What follows belongs to an exercise in optimizing a design on an open flow for small area and a short achievable clock period; a production flow would make more cautious choices.
At most, simulation tests tie the RTL to the original design; equivalence was not proved.
No activity file was given, so power comes from the tool's default toggle rates.

## timer_top
module timer_top (
    input sys_clk,
    input sys_rst_n,
    input tim_psel,
    input tim_pwrite,
    input tim_penable,
    input [11:0] tim_paddr,
    input [31:0] tim_pwdata,
    input [3:0] tim_pstrb,
    input dbg_mode,
    output tim_int,
    output tim_pready,
    output tim_pslverr,
    output [31:0] tim_prdata
);
Settings: LEC_CHECK=0, ABC_CLOCK_PERIOD_IN_PS=1700, CAP_MARGIN=20, CORE_MARGIN=2, CORE_UTILIZATION=60, SETUP_SLACK_MARGIN=2.3, SLEW_MARGIN=20; clock period 4.0 ns.
run.sh (not shown) runs the stock make flow with config.mk's settings and CLKGATE_MAP_FILE= SYNTH_SCRIPT=/design/flow/synth_recipe.tcl, a recipe that flattens the netlist after the stock synthesis.
The baseline ran to the end with no violations.
Next try:
- ABC_CLOCK_PERIOD_IN_PS: 1700 -> unset
- CORE_UTILIZATION: 60 -> 40
- SETUP_SLACK_MARGIN: 2.3 -> unset
After rerunning: The changed run passed the timing, DRC and antenna checks. Global-route usage shrinks by 13 points. Final area came out lower by a little under a tenth. Critical path depth went down by 2. Synthesized cell count stays the same. Clock-buffer cell count goes down by 4. Core utilization fell by 32 points. Setup slack got worse by 510 ps. Clock skew hardly moves. Total power grows by a few percent.
Function was not checked in any run of this note: the RTL went through the layout flow alone.

========
Another version of the RTL of timer_top (not shown whole).
For scale: roughly 280 flip-flops, about 12,000 um2 of cells after synthesis.
==> flow/config.mk <==
export PLATFORM = sky130hd
export DESIGN_NAME = timer_top
export DESIGN_NICKNAME = timer_top
export VERILOG_FILES = /design/flow/design.v
export SDC_FILE = /design/flow/constraint.sdc
export NUM_CORES = 4
export LEC_CHECK = 0
export CAP_MARGIN = 20
export CORE_MARGIN = 2
export CORE_UTILIZATION = 65
export SETUP_SLACK_MARGIN = 2.25
export SLEW_MARGIN = 20
==> flow/constraint.sdc <==
create_clock -name core_clock -period 4.0 [get_ports {sys_clk}]
set_input_delay 0.8000 -clock core_clock [delete_from_list [all_inputs] [get_ports {sys_clk}]]
set_output_delay 0.8000 -clock core_clock [all_outputs]
set_load 0.01 [all_outputs]
standard.sh (not shown) runs the stock make flow with config.mk's settings and CLKGATE_MAP_FILE= SYNTH_SCRIPT=/design/flow/synth_recipe.tcl, a recipe that flattens the netlist after the stock synthesis.
==> flow/flow/run.sh <==
#!/bin/bash
# Standard ORFS layout (the standard.sh, standard synthesis unchanged) with:
#  - plain buf_1 port buffers instead of the delay-cell buffers buffer_ports
#    picks by default (timing repair upsizes them where needed),
#  - timing repair allowed to resize across cell footprints,
#  - larger clock-tree sink clusters without dummy loads.
# make's full output goes to flow_make.log; ORFS keeps each step's log under orfs/logs.
set -euo pipefail
bash standard.sh MATCH_CELL_FOOTPRINT=0 \
  "BUFFER_PORTS_ARGS=-buffer_cell sky130_fd_sc_hd__buf_1" \
  "CTS_ARGS=-sink_clustering_enable -repair_clock_nets -dont_use_dummy_load -sink_clustering_size 30 -sink_clustering_max_diameter 60" \
  finish > flow_make.log 2>&1
The baseline finished with timing, DRC and antenna clean.
Next try:
CORE_UTILIZATION = 70   (was 65)
The new run passed the timing, DRC and antenna checks.
Count of clock-buffer cells in the layout goes down by 3.
Hold slack got worse by 0.039 ns.
Global-route usage goes up by 1.8 points.
Cell count goes down by 0.41%.
Clock power goes down by about 9%.
Power goes down by 3.4%.
Sequential cell count does not change.
Sequential power is about the same.
Next try:
CORE_UTILIZATION = 75   (was 70)
SETUP_SLACK_MARGIN = 2.2   (was 2.25)
Outcome: Final area decreases slightly; area after synthesis is unchanged; clock power decreases by a little under a tenth; worst hold slack improves by 0.057 ns; fmax goes down by a few percent; register-to-register slack gets worse by 0.06 ns; setup slack degrades by 0.056 ns; via count went up by a few percent.
Next try:
CORE_UTILIZATION = 70   (was 75)
SETUP_SLACK_MARGIN = 2.3   (was 2.2)
Effect: The new run completed without violations; combinational power hardly moves; worst setup slack improved by 0.040 ns; cell area increases by a few percent; utilization decreases by 3.6 points; via count increases slightly; wire length increases by a few percent; total power increases by a few percent; register-to-register slack improved by 0.08 ns; clock skew increases by 0.0045 ns; count of clock-buffer cells in the layout increases by 3.
Next try:
SETUP_SLACK_MARGIN = 2.35   (was 2.3)
Final area grows by about 1.8%.
Global-route usage went down by 1.3 points.
Routed wire length decreases by about 0.8%.

========
Setup of run A:
Starting RTL as in the previous note.
## timer_top
module timer_top (
    input sys_clk,
    input sys_rst_n,
    input tim_psel,
    input tim_pwrite,
    input tim_penable,
    input [11:0] tim_paddr,
    input [31:0] tim_pwdata,
    input [3:0] tim_pstrb,
    input dbg_mode,
    output tim_int,
    output tim_pready,
    output tim_pslverr,
    output [31:0] tim_prdata
);
clock: 4.0 ns
lec_check: 0
cap_margin: 20
core_margin: 2
core_utilization: 75
setup_slack_margin: 2.1
slew_margin: 20
Scripts as last shown in full above: flow/flow/run.sh
--- input diff run A..run B ---
Settings: swapping 75 for 70 in CORE_UTILIZATION; swapping 2.1 for 2.45 in SETUP_SLACK_MARGIN.
### Flow results
[compare] base=run A new=run B: share of power burned in combinational logic has increased, final critical-path setup slack has increased, total internal power has increased, first-pass GRT wire length has increased. Run B packs its core more tightly than run A.
[inputs] run C vs run B
Settings: SETUP_SLACK_MARGIN now 2.25, was 2.45; CORE_UTILIZATION now 75, was 70.
Results
- Compared with run B, in run C peak clock frequency supported by timing fell by 8.5%, mean area per synthesized cell did not really move, pre-CTS worst setup slack saw an increase, final-layout non-clock buffer area share went down 1.5 points, total track usage grew by 1.9 points.
- Comparing final cell count for run C and run B, the bigger number came from run B.
- Diff run B -> run C | first-pass GRT wire length | down by a few percent
- Run C gives less internal power contribution than run B did.
For run D, these inputs were changed with respect to run C:
Settings: CORE_UTILIZATION now 65, was 75; SETUP_SLACK_MARGIN now 2.2, was 2.25.
==> comparison <==
Status | run C and run D | clean
The standard cells in run D occupy less silicon area than those in run C do.
Lower core box area among run C and run D: run C
Between run C and run D, the clock skew is lower for run D.
Diff run C and run D: post-layout worst setup margin higher in run D
In run D the number of buffers created by CTS turned out 4 higher than in run C.
In run D, the number of vias per cell after detailed routing came out about 7.5% below the value in run C.
## Diff of input files: run E against run D
Settings: a change of CORE_UTILIZATION from 65 to 70; a change of SETUP_SLACK_MARGIN from 2.2 to 2.1.
Results
- Overall power consumption went down by a few percent going from run D to run E.
- Diff run D -> run E: share of total power in combinational logic neither gained nor lost much, design area went down about 1.9%, number of post-CTS setup repair buffers -6.
- Diff run D -> run E | wire length of the first global-routing pass | down by a few percent
- Run D → run E: worst hold slack went up, standard-cell row count went down, final cell count went down.
- Run D has higher core area than run E.

========
## north
Another version of the RTL of timer_top (not shown whole).
For scale: roughly 270 flip-flops, ~89 I/O pins, about 12000 µm² of cells after synthesis.
clock: 4.0 ns
lec_check: 0
cap_margin: 20
core_margin: 2
core_utilization: 60
cts_cluster_diameter: 60
cts_cluster_size: 30
setup_slack_margin: 2.1
slew_margin: 20
run.sh (not shown) runs the stock make flow with config.mk's settings and CLKGATE_MAP_FILE= SYNTH_SCRIPT=/design/flow/synth_recipe.tcl, a recipe that flattens the netlist after the stock synthesis.
Stock flow here: none of the scripts above is used.
north was carried through to the last stage, and its layout satisfied the timing, DRC and antenna checks.
Modified inputs, south compared to north
Settings: CTS_CLUSTER_DIAMETER no longer set, was 60; CTS_CLUSTER_SIZE no longer set, was 30.
==> flow/flow/run.sh (new file) <==
#!/bin/bash
# Standard ORFS layout (the standard.sh, standard synthesis unchanged) with:
#  - plain buf_2 port buffers instead of the delay-cell buffers buffer_ports picks by default,
#  - timing repair allowed to resize across cell footprints,
#  - larger clock-tree sink clusters without dummy loads.
# make's full output goes to flow_make.log; ORFS keeps each step's log under orfs/logs.
set -euo pipefail
bash standard.sh MATCH_CELL_FOOTPRINT=0 \
  "BUFFER_PORTS_ARGS=-buffer_cell sky130_fd_sc_hd__buf_2" \
  "CTS_ARGS=-sink_clustering_enable -repair_clock_nets -dont_use_dummy_load -sink_clustering_size 30 -sink_clustering_max_diameter 60" \
  finish > flow_make.log 2>&1
==> flow/standard.sh (new file) <==
#!/bin/bash
# synth_recipe.tcl (not shown) runs the flow's synth.tcl, then flattens the netlist and writes it again
# the make line also repeats each setting of config.mk as NAME=value (left out here)
make -C /OpenROAD-flow-scripts/flow DESIGN_CONFIG=/design/flow/config.mk WORK_HOME=/design/flow/orfs CLKGATE_MAP_FILE= SYNTH_SCRIPT=/design/flow/synth_recipe.tcl "${@:-finish}"
removed: flow/run.sh
==> run notes <==
- south closes out successfully: all stages finished, all timing, DRC and antenna checks passed.
- north has lower via count normalized by instance count than south.
- Compared with north, south shows a sequential portion of the cell area that is 2.2 points higher.
- As far as count of cells along the worst register-to-register path goes, north and south are indistinguishable; the numbers are identical.
- Fraction of met1 tracks used by global routing in south is 3.7 points higher than in north
- The time the final worst path needs with I/O delays and setup of south falls short of that of north by 0.038 ns.

[port drivers added, routing unchanged]
The flow's constraints put no driver on any port. The routed layouts listed below were extracted and timed again, unchanged, in two steps. Step 1: set_driving_cell puts a clkbuf_16 on sys_clk and a buf_2 on each other input, an assumption about the parent block. Step 2 moves the port delays by t, midway between the first and last clock arrival at a register: inputs arrive t later, outputs are due t later. That takes back most of the time a late clock gives input paths. Slacks: ideal ports / drivers / drivers and shift; pairs: ideal ports / drivers.
run | t (ns) | slack for setup (ns) | worst register clock-pin slew, ns | worst data-port slew with drivers (ns) | cell pins on the clock port's net
the first run of note 1 | 0.603 | 1.549 / 1.549 / 1.004 | 0.07 / 0.07 | 0.05 | 1
the second run of note 1 | 0.609 | 1.041 / 1.041 / 0.747 | 0.07 / 0.07 | 0.05 | 1
the first run of note 2 | 0.549 | 2.116 / 2.069 / 1.696 | 0.10 / 0.10 | 0.04 | 1
the second run of note 2 | 0.530 | 2.185 / 2.145 / 1.737 | 0.09 / 0.09 | 0.03 | 1
the third run of note 2 | 0.532 | 2.129 / 2.122 / 1.652 | 0.11 / 0.11 | 0.04 | 1
the fourth run of note 2 | 0.541 | 2.168 / 2.122 / 1.735 | 0.10 / 0.10 | 0.07 | 1
the fifth run of note 2 | 0.546 | 2.140 / 2.118 / 1.622 | 0.09 / 0.09 | 0.05 | 1
run A | 0.534 | 2.018 / 2.018 / 1.659 | 0.12 / 0.12 | 0.04 | 1
run B | 0.549 | 2.163 / 2.115 / 1.712 | 0.11 / 0.11 | 0.06 | 1
run C | 0.551 | 1.992 / 1.992 / 1.739 | 0.11 / 0.11 | 0.04 | 1
run D | 0.554 | 2.155 / 2.106 / 1.741 | 0.09 / 0.09 | 0.04 | 1
run E | 0.538 | 2.056 / 2.056 / 1.609 | 0.10 / 0.10 | 0.03 | 1
north | 0.567 | 1.674 / 1.674 / 1.295 | 0.10 / 0.10 | 0.04 | 1
south | 0.540 | 1.712 / 1.712 / 1.620 | 0.08 / 0.08 | 0.05 | 1
After both steps every run listed still meets setup and hold. The setup slack of the first run of note 1, which loses most, moves by 0.000 ns with the drivers and by -0.545 ns with both steps.
